Context: an optimization exercise on an open-source flow, tuned for small area and a short achievable clock period. The choices shown serve that exercise and are no tape-out recipe. No activity file was given, so power comes from the tool's default toggle rates.

==> inputs of run a <==
==> flow/design.v <==
`timescale 1ns / 1ps
module BankRows(
		input [4:0] x,
		output [2:0] row0,
		output [2:0] row1,
		output [2:0] row2,
		output [2:0] row3
	);
	assign row0 = x[4:2] + {2'b00, x[1:0] == 2'd3};
	assign row1 = x[4:2];
	assign row2 = x[4:2] - {2'b00, x[1:0] == 2'd0};
	assign row3 = x[4:2] - {2'b00, ~x[1]};
endmodule
module AddImm(
		input [7:0] a,
		input [1:0] ic,
		output [7:0] y
	);
	reg [7:0] flip;
	integer k;
	always @(*) begin
		for (k = 0; k < 8; k = k + 1) begin
			case (ic)
				2'd0: flip[k] = 1'b0;
				2'd1: flip[k] = &(a | ~((8'd1 << k) - 8'd1));
				2'd2: flip[k] = (k == 0) ? 1'b0 : ~|(a & ((8'd1 << k) - 8'd2));
				default: flip[k] = ~|(a & ((8'd1 << k) - 8'd1));
			endcase
		end
	end
	assign y = a ^ flip;
endmodule
module BankSel(
		input [3:0] xh,
		input [3:0] ich,
		output [3:0] bank
	);
	genvar k;
	generate
		for (k = 0; k < 4; k = k + 1) begin : g_k
			assign bank[k] = (ich[0] & xh[k]) | (ich[1] & xh[(k + 3) % 4]) |
				(ich[2] & xh[(k + 2) % 4]) | (ich[3] & xh[(k + 1) % 4]);
		end
	endgenerate
endmodule
module Add8(
		input [7:0] a,
		input [7:0] b,
		output [7:0] y
	);
	wire [7:0] g = a & b;
	wire [7:0] p = a ^ b;
	wire [7:0] g1, p1;
	wire [7:0] g2, p2;
	wire [7:0] g3;
	genvar i;
	generate
		for (i = 0; i < 8; i = i + 1) begin : g_l1
			if (i % 2 == 1) begin : g_m
				assign g1[i] = g[i] | (p[i] & g[i - 1]);
				assign p1[i] = p[i] & p[i - 1];
			end else begin : g_k
				assign g1[i] = g[i];
				assign p1[i] = p[i];
			end
		end
		for (i = 0; i < 8; i = i + 1) begin : g_l2
			if (i % 4 >= 2) begin : g_m
				assign g2[i] = g1[i] | (p1[i] & g1[(i / 4) * 4 + 1]);
				assign p2[i] = p1[i] & p1[(i / 4) * 4 + 1];
			end else begin : g_k
				assign g2[i] = g1[i];
				assign p2[i] = p1[i];
			end
		end
		for (i = 0; i < 8; i = i + 1) begin : g_l3
			if (i >= 4) begin : g_m
				assign g3[i] = g2[i] | (p2[i] & g2[3]);
			end else begin : g_k
				assign g3[i] = g2[i];
			end
		end
	endgenerate
	assign y = p ^ {g3[6:0], 1'b0};
endmodule
`timescale 1ns / 1ps
`timescale 1ns / 1ps
module Seg2 #(parameter [3:0] TABLE = 4'b0000) (
		input [1:0] x,
		output y
	);
	assign y = TABLE[x];
endmodule
module OpDecoder(
		input [1:0] op,
		output [6:0] seg
	);
	Seg2 #(4'b0101) s0(.x(op), .y(seg[0]));
	Seg2 #(4'b1001) s1(.x(op), .y(seg[1]));
	Seg2 #(4'b1101) s2(.x(op), .y(seg[2]));
	Seg2 #(4'b1110) s3(.x(op), .y(seg[3]));
	Seg2 #(4'b0011) s4(.x(op), .y(seg[4]));
	Seg2 #(4'b0111) s5(.x(op), .y(seg[5]));
	Seg2 #(4'b0101) s6(.x(op), .y(seg[6]));
endmodule
`timescale 1ns / 1ps
module HexDecoder(
		input [3:0] bcd,
		output [6:0] seg
	);
	assign seg = bcd == 4'd0 ? 7'b0111111 :
		bcd == 4'd1 ? 7'b0000110 :
		bcd == 4'd2 ? 7'b1011011 :
		bcd == 4'd3 ? 7'b1001111 :
		bcd == 4'd4 ? 7'b1100110 :
		bcd == 4'd5 ? 7'b1101101 :
		bcd == 4'd6 ? 7'b1111101 :
		bcd == 4'd7 ? 7'b0000111 :
		bcd == 4'd8 ? 7'b1111111 :
		bcd == 4'd9 ? 7'b1101111 :
		bcd == 4'd10 ? 7'b1110111 :
		bcd == 4'd11 ? 7'b1111100 :
		bcd == 4'd12 ? 7'b0111001 :
		bcd == 4'd13 ? 7'b1011110 :
		bcd == 4'd14 ? 7'b1111001 :
		7'b1110001;
endmodule
module HexDecoder2(
		input [1:0] bcd,
		output reg [6:0] seg
	);
	always @(*) begin
		case (bcd)
			2'd0: seg = 7'b0111111;
			2'd1: seg = 7'b0000110;
			2'd2: seg = 7'b1011011;
			default: seg = 7'b1001111;
		endcase
	end
endmodule
`timescale 1ns / 1ps
module Sel4 #(parameter W = 8) (
		input [3:0] sel,
		input [W-1:0] d0,
		input [W-1:0] d1,
		input [W-1:0] d2,
		input [W-1:0] d3,
		output [W-1:0] y
	);
	assign y = ({W{sel[0]}} & d0) | ({W{sel[1]}} & d1) | ({W{sel[2]}} & d2) | ({W{sel[3]}} & d3);
endmodule
module Dec2(
		input [1:0] x,
		output [3:0] y
	);
	assign y = 4'b0001 << x;
endmodule
module NextVal(
		input ld,
		input [7:0] ldata,
		input sel_alt,
		input [7:0] alt,
		input [7:0] hold,
		output [7:0] next
	);
	assign next = ld ? ldata : sel_alt ? alt : hold;
endmodule
`timescale 1ns / 1ps
module RowDec(
		input [2:0] row,
		output [7:0] y
	);
	assign y = 8'b00000001 << row;
endmodule
module BankRead(
		input [7:0] rsel,
		input [63:0] bytes,
		output [7:0] data
	);
	reg [7:0] y;
	integer r;
	always @(*) begin
		y = 8'd0;
		for (r = 0; r < 8; r = r + 1)
			y = y | ({8{rsel[r]}} & bytes[r * 8 +: 8]);
	end
	assign data = y;
endmodule
`timescale 1ns / 1ps
module Microprocessor(
		input clk,
		input reset,
		input [7:0] instruction,
		output reg [7:0] pc,
		output [6:0] display_low,
		output [6:0] display_high,
		output [6:0] display_op,
		output [6:0] display_rs,
		output [6:0] display_rt,
		output [6:0] display_rd,
		output [4:0] display_pc
	);
	wire [1:0] op = instruction[7:6];
	wire [1:0] rs = instruction[5:4];
	wire [1:0] rt = instruction[3:2];
	wire [1:0] rd = instruction[1:0];
	wire [1:0] ic = instruction[1:0];
	wire [7:0] imm = {{7{instruction[1]}}, instruction[0]};
	wire is_add   = op == 2'b00;
	wire is_load  = op == 2'b01;
	wire is_store = op == 2'b10;
	wire is_jump  = op == 2'b11;
	reg [7:0] R [0:3];
	reg [7:0] M [0:31];
	reg [7:0] disp;
	wire [3:0] rs_oh, rt_oh;
	Dec2 dec_rs(.x(rs), .y(rs_oh));
	Dec2 dec_rt(.x(rt), .y(rt_oh));
	wire [7:0] a, b;
	Sel4 #(8) read_a(.sel(rs_oh), .d0(R[0]), .d1(R[1]), .d2(R[2]), .d3(R[3]), .y(a));
	Sel4 #(8) read_b(.sel(rt_oh), .d0(R[0]), .d1(R[1]), .d2(R[2]), .d3(R[3]), .y(b));
	wire [7:0] sum;
	Add8 add(.a(a), .b(b), .y(sum));
	wire [7:0] ea;
	AddImm add_imm(.a(a), .ic(ic), .y(ea));
	wire [2:0] rows [0:3][0:3];
	genvar g, h;
	generate
		for (g = 0; g < 4; g = g + 1) begin : g_rows
			BankRows bank_rows(.x(R[g][4:0]), .row0(rows[g][0]), .row1(rows[g][1]),
				.row2(rows[g][2]), .row3(rows[g][3]));
		end
	endgenerate
	wire [3:0] ic_oh;
	Dec2 dec_ic(.x(ic), .y(ic_oh));
	wire [3:0] a_oh;
	Dec2 dec_a(.x(a[1:0]), .y(a_oh));
	wire [3:0] bank;
	BankSel bank_sel(.xh(a_oh), .ich(ic_oh), .bank(bank));
	wire [31:0] we;
	wire [7:0] bword [0:3];
	generate
		for (h = 0; h < 4; h = h + 1) begin : g_bank
			wire [2:0] row;
			Sel4 #(3) row_sel(.sel(rs_oh), .d0(rows[0][h]), .d1(rows[1][h]), .d2(rows[2][h]),
				.d3(rows[3][h]), .y(row));
			wire [7:0] row_oh;
			RowDec row_dec(.row(row), .y(row_oh));
			wire [63:0] bytes;
			for (g = 0; g < 8; g = g + 1) begin : g_byte
				assign bytes[g * 8 +: 8] = M[g * 4 + h];
				assign we[g * 4 + h] = is_store & bank[h] & row_oh[g];
			end
			BankRead bank_read(.rsel(row_oh), .bytes(bytes), .data(bword[h]));
		end
	endgenerate
	wire [7:0] mdata;
	Sel4 #(8) data_sel(.sel(bank), .d0(bword[0]), .d1(bword[1]), .d2(bword[2]), .d3(bword[3]),
		.y(mdata));
	wire [7:0] rnext [0:3];
	wire [7:0] dnext;
	generate
		for (g = 0; g < 4; g = g + 1) begin : g_rnext
			NextVal next_r(.ld(is_load & rt_oh[g]), .ldata(mdata),
				.sel_alt(is_add & (rd == g)), .alt(sum), .hold(R[g]), .next(rnext[g]));
		end
	endgenerate
	NextVal next_d(.ld(is_load), .ldata(mdata), .sel_alt(is_store), .alt(ea), .hold(sum), .next(dnext));
	always @(posedge reset or posedge clk) begin
		if (reset) begin
			R[0] <= 8'd0;
			R[1] <= 8'd0;
			R[2] <= 8'd0;
			R[3] <= 8'd0;
		end else begin
			R[0] <= rnext[0];
			R[1] <= rnext[1];
			R[2] <= rnext[2];
			R[3] <= rnext[3];
		end
	end
	integer i;
	always @(posedge reset or posedge clk) begin
		if (reset) begin
			for (i = 0; i < 16; i = i + 1) begin
				M[i] <= i;
				M[i + 16] <= -i;
			end
		end else begin
			for (i = 0; i < 32; i = i + 1)
				if (we[i])
					M[i] <= b;
		end
	end
	always @(posedge reset or posedge clk) begin
		if (reset) begin
			pc <= 8'd0;
			disp <= 8'd0;
		end else begin
			pc <= pc + (is_jump ? imm + 8'd1 : 8'd1);
			disp <= dnext;
		end
	end
	assign display_pc = pc[4:0];
	HexDecoder d_low(.bcd(disp[3:0]), .seg(display_low));
	HexDecoder d_high(.bcd(disp[7:4]), .seg(display_high));
	HexDecoder2 d_rs(.bcd(rs), .seg(display_rs));
	HexDecoder2 d_rt(.bcd(rt), .seg(display_rt));
	HexDecoder2 d_rd(.bcd(rd), .seg(display_rd));
	OpDecoder d_op(.op(op), .seg(display_op));
endmodule
==> flow/flow/run.sh <==
#!/bin/bash
# Standard layout, with the port buffers made of buf_1 cells instead of the
# cell buffer_ports picks by itself.
set -euo pipefail
export BUFFER_PORTS_ARGS="-buffer_cell sky130_fd_sc_hd__buf_1"
bash standard.sh > standard_make.log 2>&1
==> flow/standard.sh <==
#!/bin/bash
# synth_recipe.tcl (not shown) runs the flow's synth.tcl, then flattens the netlist and writes it again
# the make line also repeats each setting of config.mk as NAME=value (left out here)
make -C /OpenROAD-flow-scripts/flow DESIGN_CONFIG=/design/flow/config.mk WORK_HOME=/design/flow/orfs CLKGATE_MAP_FILE= SYNTH_SCRIPT=/design/flow/synth_recipe.tcl "${@:-finish}"
==> flow/config.mk <==
export PLATFORM = sky130hd
export DESIGN_NAME = Microprocessor
export DESIGN_NICKNAME = Microprocessor
export VERILOG_FILES = /design/flow/design.v
export SDC_FILE = /design/flow/constraint.sdc
export NUM_CORES = 4
export LEC_CHECK = 0
export CAP_MARGIN = 20
export CORE_MARGIN = 2
export CORE_UTILIZATION = 40
export CTS_CLUSTER_DIAMETER = 60
export CTS_CLUSTER_SIZE = 30
export SETUP_SLACK_MARGIN = 3.0
export SLEW_MARGIN = 20
export SYNTH_HIERARCHICAL = 1
export SYNTH_MINIMUM_KEEP_SIZE = 0
export TNS_END_PERCENT = 0
==> flow/constraint.sdc <==
create_clock -name core_clock -period 5.5 [get_ports {clk}]
set_input_delay 1.1000 -clock core_clock [delete_from_list [all_inputs] [get_ports {clk}]]
set_output_delay 1.1000 -clock core_clock [all_outputs]
set_load 0.01 [all_outputs]
==> run b: changes against run a <==
--- a/flow/design.v
+++ b/flow/design.v
@@ -44,63 +44,18 @@
 	endgenerate
 endmodule
-module Add8(
-		input [7:0] a,
-		input [7:0] b,
-		output [7:0] y
-	);
-	wire [7:0] g = a & b;
-	wire [7:0] p = a ^ b;
-	wire [7:0] g1, p1;
-	wire [7:0] g2, p2;
-	wire [7:0] g3;
-	genvar i;
-	generate
-		for (i = 0; i < 8; i = i + 1) begin : g_l1
-			if (i % 2 == 1) begin : g_m
-				assign g1[i] = g[i] | (p[i] & g[i - 1]);
-				assign p1[i] = p[i] & p[i - 1];
-			end else begin : g_k
-				assign g1[i] = g[i];
-				assign p1[i] = p[i];
-			end
-		end
-		for (i = 0; i < 8; i = i + 1) begin : g_l2
-			if (i % 4 >= 2) begin : g_m
-				assign g2[i] = g1[i] | (p1[i] & g1[(i / 4) * 4 + 1]);
-				assign p2[i] = p1[i] & p1[(i / 4) * 4 + 1];
-			end else begin : g_k
-				assign g2[i] = g1[i];
-				assign p2[i] = p1[i];
-			end
-		end
-		for (i = 0; i < 8; i = i + 1) begin : g_l3
-			if (i >= 4) begin : g_m
-				assign g3[i] = g2[i] | (p2[i] & g2[3]);
-			end else begin : g_k
-				assign g3[i] = g2[i];
-			end
-		end
-	endgenerate
-	assign y = p ^ {g3[6:0], 1'b0};
-endmodule
 `timescale 1ns / 1ps
 `timescale 1ns / 1ps
-module Seg2 #(parameter [3:0] TABLE = 4'b0000) (
-		input [1:0] x,
-		output y
-	);
-	assign y = TABLE[x];
-endmodule
 module OpDecoder(
 		input [1:0] op,
-		output [6:0] seg
+		output reg [6:0] seg
 	);
-	Seg2 #(4'b0101) s0(.x(op), .y(seg[0]));
-	Seg2 #(4'b1001) s1(.x(op), .y(seg[1]));
-	Seg2 #(4'b1101) s2(.x(op), .y(seg[2]));
-	Seg2 #(4'b1110) s3(.x(op), .y(seg[3]));
-	Seg2 #(4'b0011) s4(.x(op), .y(seg[4]));
-	Seg2 #(4'b0111) s5(.x(op), .y(seg[5]));
-	Seg2 #(4'b0101) s6(.x(op), .y(seg[6]));
+	always @(op) begin
+		case (op)
+			2'd0: seg <= 7'b1110111;  
+			2'd1: seg <= 7'b0111000;  
+			2'd2: seg <= 7'b1101101;  
+			2'd3: seg <= 7'b0001110;  
+		endcase
+	end
 endmodule
 `timescale 1ns / 1ps
@@ -176,14 +131,31 @@
 		input [7:0] rsel,
 		input [63:0] bytes,
-		output [7:0] data
+		input [7:0] valid,
+		output [7:0] data,
+		output v
 	);
-	reg [7:0] y;
+	reg [8:0] y;
 	integer r;
 	always @(*) begin
-		y = 8'd0;
+		y = 9'd0;
 		for (r = 0; r < 8; r = r + 1)
-			y = y | ({8{rsel[r]}} & bytes[r * 8 +: 8]);
+			y = y | ({9{rsel[r]}} & {valid[r], bytes[r * 8 +: 8]});
 	end
-	assign data = y;
+	assign {v, data} = y;
+endmodule
+module MemInit #(parameter BANK = 0) (
+		input [2:0] row,
+		output [7:0] value
+	);
+	wire [4:0] addr = {row, BANK[1:0]};
+	assign value = addr[4] ? 8'd0 - {4'd0, addr[3:0]} : {4'd0, addr[3:0]};
+endmodule
+module LoadMerge(
+		input [7:0] data,
+		input v,
+		input [7:0] init,
+		output [7:0] y
+	);
+	assign y = v ? data : init;
 endmodule
 `timescale 1ns / 1ps
@@ -213,4 +185,5 @@
 	reg [7:0] R [0:3];
 	reg [7:0] M [0:31];
+	reg [31:0] valid;
 	reg [7:0] disp;
 	wire [3:0] rs_oh, rt_oh;
@@ -220,6 +193,5 @@
 	Sel4 #(8) read_a(.sel(rs_oh), .d0(R[0]), .d1(R[1]), .d2(R[2]), .d3(R[3]), .y(a));
 	Sel4 #(8) read_b(.sel(rt_oh), .d0(R[0]), .d1(R[1]), .d2(R[2]), .d3(R[3]), .y(b));
-	wire [7:0] sum;
-	Add8 add(.a(a), .b(b), .y(sum));
+	wire [7:0] sum = a + b;
 	wire [7:0] ea;
 	AddImm add_imm(.a(a), .ic(ic), .y(ea));
@@ -234,8 +206,14 @@
 	wire [3:0] ic_oh;
 	Dec2 dec_ic(.x(ic), .y(ic_oh));
-	wire [3:0] a_oh;
-	Dec2 dec_a(.x(a[1:0]), .y(a_oh));
+	wire [3:0] banks [0:3];
+	generate
+		for (g = 0; g < 4; g = g + 1) begin : g_banks
+			wire [3:0] xh;
+			Dec2 dec_x(.x(R[g][1:0]), .y(xh));
+			BankSel bank_sel(.xh(xh), .ich(ic_oh), .bank(banks[g]));
+		end
+	endgenerate
 	wire [3:0] bank;
-	BankSel bank_sel(.xh(a_oh), .ich(ic_oh), .bank(bank));
+	Sel4 #(4) bank_pick(.sel(rs_oh), .d0(banks[0]), .d1(banks[1]), .d2(banks[2]), .d3(banks[3]), .y(bank));
 	wire [31:0] we;
 	wire [7:0] bword [0:3];
@@ -248,9 +226,15 @@
 			RowDec row_dec(.row(row), .y(row_oh));
 			wire [63:0] bytes;
+			wire [7:0] bval;
 			for (g = 0; g < 8; g = g + 1) begin : g_byte
 				assign bytes[g * 8 +: 8] = M[g * 4 + h];
+				assign bval[g] = valid[g * 4 + h];
 				assign we[g * 4 + h] = is_store & bank[h] & row_oh[g];
 			end
-			BankRead bank_read(.rsel(row_oh), .bytes(bytes), .data(bword[h]));
+			wire [7:0] bdata, binit;
+			wire bv;
+			BankRead bank_read(.rsel(row_oh), .bytes(bytes), .valid(bval), .data(bdata), .v(bv));
+			MemInit #(h) mem_init(.row(row), .value(binit));
+			LoadMerge load_merge(.data(bdata), .v(bv), .init(binit), .y(bword[h]));
 		end
 	endgenerate
@@ -281,15 +265,14 @@
 	end
 	integer i;
+	always @(posedge clk) begin
+		for (i = 0; i < 32; i = i + 1)
+			if (we[i])
+				M[i] <= b;
+	end
 	always @(posedge reset or posedge clk) begin
-		if (reset) begin
-			for (i = 0; i < 16; i = i + 1) begin
-				M[i] <= i;
-				M[i + 16] <= -i;
-			end
-		end else begin
-			for (i = 0; i < 32; i = i + 1)
-				if (we[i])
-					M[i] <= b;
-		end
+		if (reset)
+			valid <= 32'd0;
+		else
+			valid <= valid | we;
 	end
 	always @(posedge reset or posedge clk) begin
- SETUP_SLACK_MARGIN: 3.0 -> 2.0
==> run c: changes against run a <==
--- a/flow/design.v
+++ b/flow/design.v
@@ -2,13 +2,16 @@
 module BankRows(
 		input [4:0] x,
-		output [2:0] row0,
-		output [2:0] row1,
-		output [2:0] row2,
-		output [2:0] row3
-	);
-	assign row0 = x[4:2] + {2'b00, x[1:0] == 2'd3};
-	assign row1 = x[4:2];
-	assign row2 = x[4:2] - {2'b00, x[1:0] == 2'd0};
-	assign row3 = x[4:2] - {2'b00, ~x[1]};
+		output [7:0] row0,
+		output [7:0] row1,
+		output [7:0] row2,
+		output [7:0] row3
+	);
+	wire [7:0] oh = 8'b00000001 << x[4:2];
+	wire [7:0] up = {oh[6:0], oh[7]};
+	wire [7:0] down = {oh[0], oh[7:1]};
+	assign row0 = (x[1:0] == 2'd3) ? up : oh;
+	assign row1 = oh;
+	assign row2 = (x[1:0] == 2'd0) ? down : oh;
+	assign row3 = x[1] ? oh : down;
 endmodule
 module AddImm(
@@ -43,44 +46,4 @@
 		end
 	endgenerate
-endmodule
-module Add8(
-		input [7:0] a,
-		input [7:0] b,
-		output [7:0] y
-	);
-	wire [7:0] g = a & b;
-	wire [7:0] p = a ^ b;
-	wire [7:0] g1, p1;
-	wire [7:0] g2, p2;
-	wire [7:0] g3;
-	genvar i;
-	generate
-		for (i = 0; i < 8; i = i + 1) begin : g_l1
-			if (i % 2 == 1) begin : g_m
-				assign g1[i] = g[i] | (p[i] & g[i - 1]);
-				assign p1[i] = p[i] & p[i - 1];
-			end else begin : g_k
-				assign g1[i] = g[i];
-				assign p1[i] = p[i];
-			end
-		end
-		for (i = 0; i < 8; i = i + 1) begin : g_l2
-			if (i % 4 >= 2) begin : g_m
-				assign g2[i] = g1[i] | (p1[i] & g1[(i / 4) * 4 + 1]);
-				assign p2[i] = p1[i] & p1[(i / 4) * 4 + 1];
-			end else begin : g_k
-				assign g2[i] = g1[i];
-				assign p2[i] = p1[i];
-			end
-		end
-		for (i = 0; i < 8; i = i + 1) begin : g_l3
-			if (i >= 4) begin : g_m
-				assign g3[i] = g2[i] | (p2[i] & g2[3]);
-			end else begin : g_k
-				assign g3[i] = g2[i];
-			end
-		end
-	endgenerate
-	assign y = p ^ {g3[6:0], 1'b0};
 endmodule
 `timescale 1ns / 1ps
@@ -220,9 +183,8 @@
 	Sel4 #(8) read_a(.sel(rs_oh), .d0(R[0]), .d1(R[1]), .d2(R[2]), .d3(R[3]), .y(a));
 	Sel4 #(8) read_b(.sel(rt_oh), .d0(R[0]), .d1(R[1]), .d2(R[2]), .d3(R[3]), .y(b));
-	wire [7:0] sum;
-	Add8 add(.a(a), .b(b), .y(sum));
+	wire [7:0] sum = a + b;
 	wire [7:0] ea;
 	AddImm add_imm(.a(a), .ic(ic), .y(ea));
-	wire [2:0] rows [0:3][0:3];
+	wire [7:0] rows [0:3][0:3];
 	genvar g, h;
 	generate
@@ -234,17 +196,21 @@
 	wire [3:0] ic_oh;
 	Dec2 dec_ic(.x(ic), .y(ic_oh));
-	wire [3:0] a_oh;
-	Dec2 dec_a(.x(a[1:0]), .y(a_oh));
+	wire [3:0] banks [0:3];
+	generate
+		for (g = 0; g < 4; g = g + 1) begin : g_banks
+			wire [3:0] xh;
+			Dec2 dec_x(.x(R[g][1:0]), .y(xh));
+			BankSel bank_sel(.xh(xh), .ich(ic_oh), .bank(banks[g]));
+		end
+	endgenerate
 	wire [3:0] bank;
-	BankSel bank_sel(.xh(a_oh), .ich(ic_oh), .bank(bank));
+	Sel4 #(4) bank_pick(.sel(rs_oh), .d0(banks[0]), .d1(banks[1]), .d2(banks[2]), .d3(banks[3]), .y(bank));
 	wire [31:0] we;
 	wire [7:0] bword [0:3];
 	generate
 		for (h = 0; h < 4; h = h + 1) begin : g_bank
-			wire [2:0] row;
-			Sel4 #(3) row_sel(.sel(rs_oh), .d0(rows[0][h]), .d1(rows[1][h]), .d2(rows[2][h]),
-				.d3(rows[3][h]), .y(row));
 			wire [7:0] row_oh;
-			RowDec row_dec(.row(row), .y(row_oh));
+			Sel4 #(8) row_sel(.sel(rs_oh), .d0(rows[0][h]), .d1(rows[1][h]), .d2(rows[2][h]),
+				.d3(rows[3][h]), .y(row_oh));
 			wire [63:0] bytes;
 			for (g = 0; g < 8; g = g + 1) begin : g_byte
==> summary of the runs <==
- Of run c and run a, run c has the higher synthesized cell count (gap 18%, measured against run a).
- Between run c and run a, the lower die area is in run a (gap 10%, measured against run a).
- Design area, highest first: run c, run b, run a.
- Of run b and run c, run c has the higher setup slack (gap 0.77 ns).
==> figures <==
metric                                                               run a                    run b                    run c
Setup slack after layout                                          2.382 ns                 1.820 ns                 2.585 ns
Total global-route track usage                                      0.1930                   0.1957                   0.2177
Power attributed to combinational cells                           0.404 mW                  5.33 mW                 0.445 mW
Routed len/inst                                                   21.55 um                 21.71 um                 22.24 um
Gate count after technology mapping                                  1,428                    1,388                    1,678
Fraction of standard cell area that is sequential                   0.4065                   0.5005                   0.3696
Post-synthesis xor/xnor area fraction                              0.01869                  0.02102                  0.02108
Met1 Routed Length                                               20,180 um                19,570 um                24,190 um
Clock power share                                                    0.418                    0.197                    0.413
Outcome                                            complete, no violations  complete, no violations  complete, no violations
Function was not checked in any run of this note: the RTL went through the layout flow alone.

static timing again, ports no longer ideal:
Ports are ideal in the flow. The routed layouts listed here were re-timed in OpenROAD. Step 1, drivers: a clkbuf_16 drives clk and a buf_2 each remaining input, both assumed. Step 2 adds t to the input delays and takes it off the output delays; t is the mean of the earliest and latest rising clock arrival at the registers after step 1. Input paths then give back, and output paths get back, about the clock's delay inside the block. Three values: ideal ports, drivers, drivers and shift; two values: the first two.
| run | t (ns) | slack for setup (ns) | hold WS [ns] | worst data-port slew with drivers (ns) |
|---|---|---|---|---|
| run a | 0.613 | 2.382 / 2.395 / 1.783 | 0.475 / 0.475 / 0.475 | 0.05 |
| run b | 0.624 | 1.820 / 1.820 / 1.313 | 0.425 / 0.389 / 0.471 | 0.03 |
| run c | 0.619 | 2.585 / 2.568 / 1.949 | 0.473 / 0.473 / 0.473 | 0.11 |
After both steps every run listed still meets setup and hold. The setup slack of run c, which loses most, moves by -0.017 ns with the drivers and by -0.636 ns with both steps.
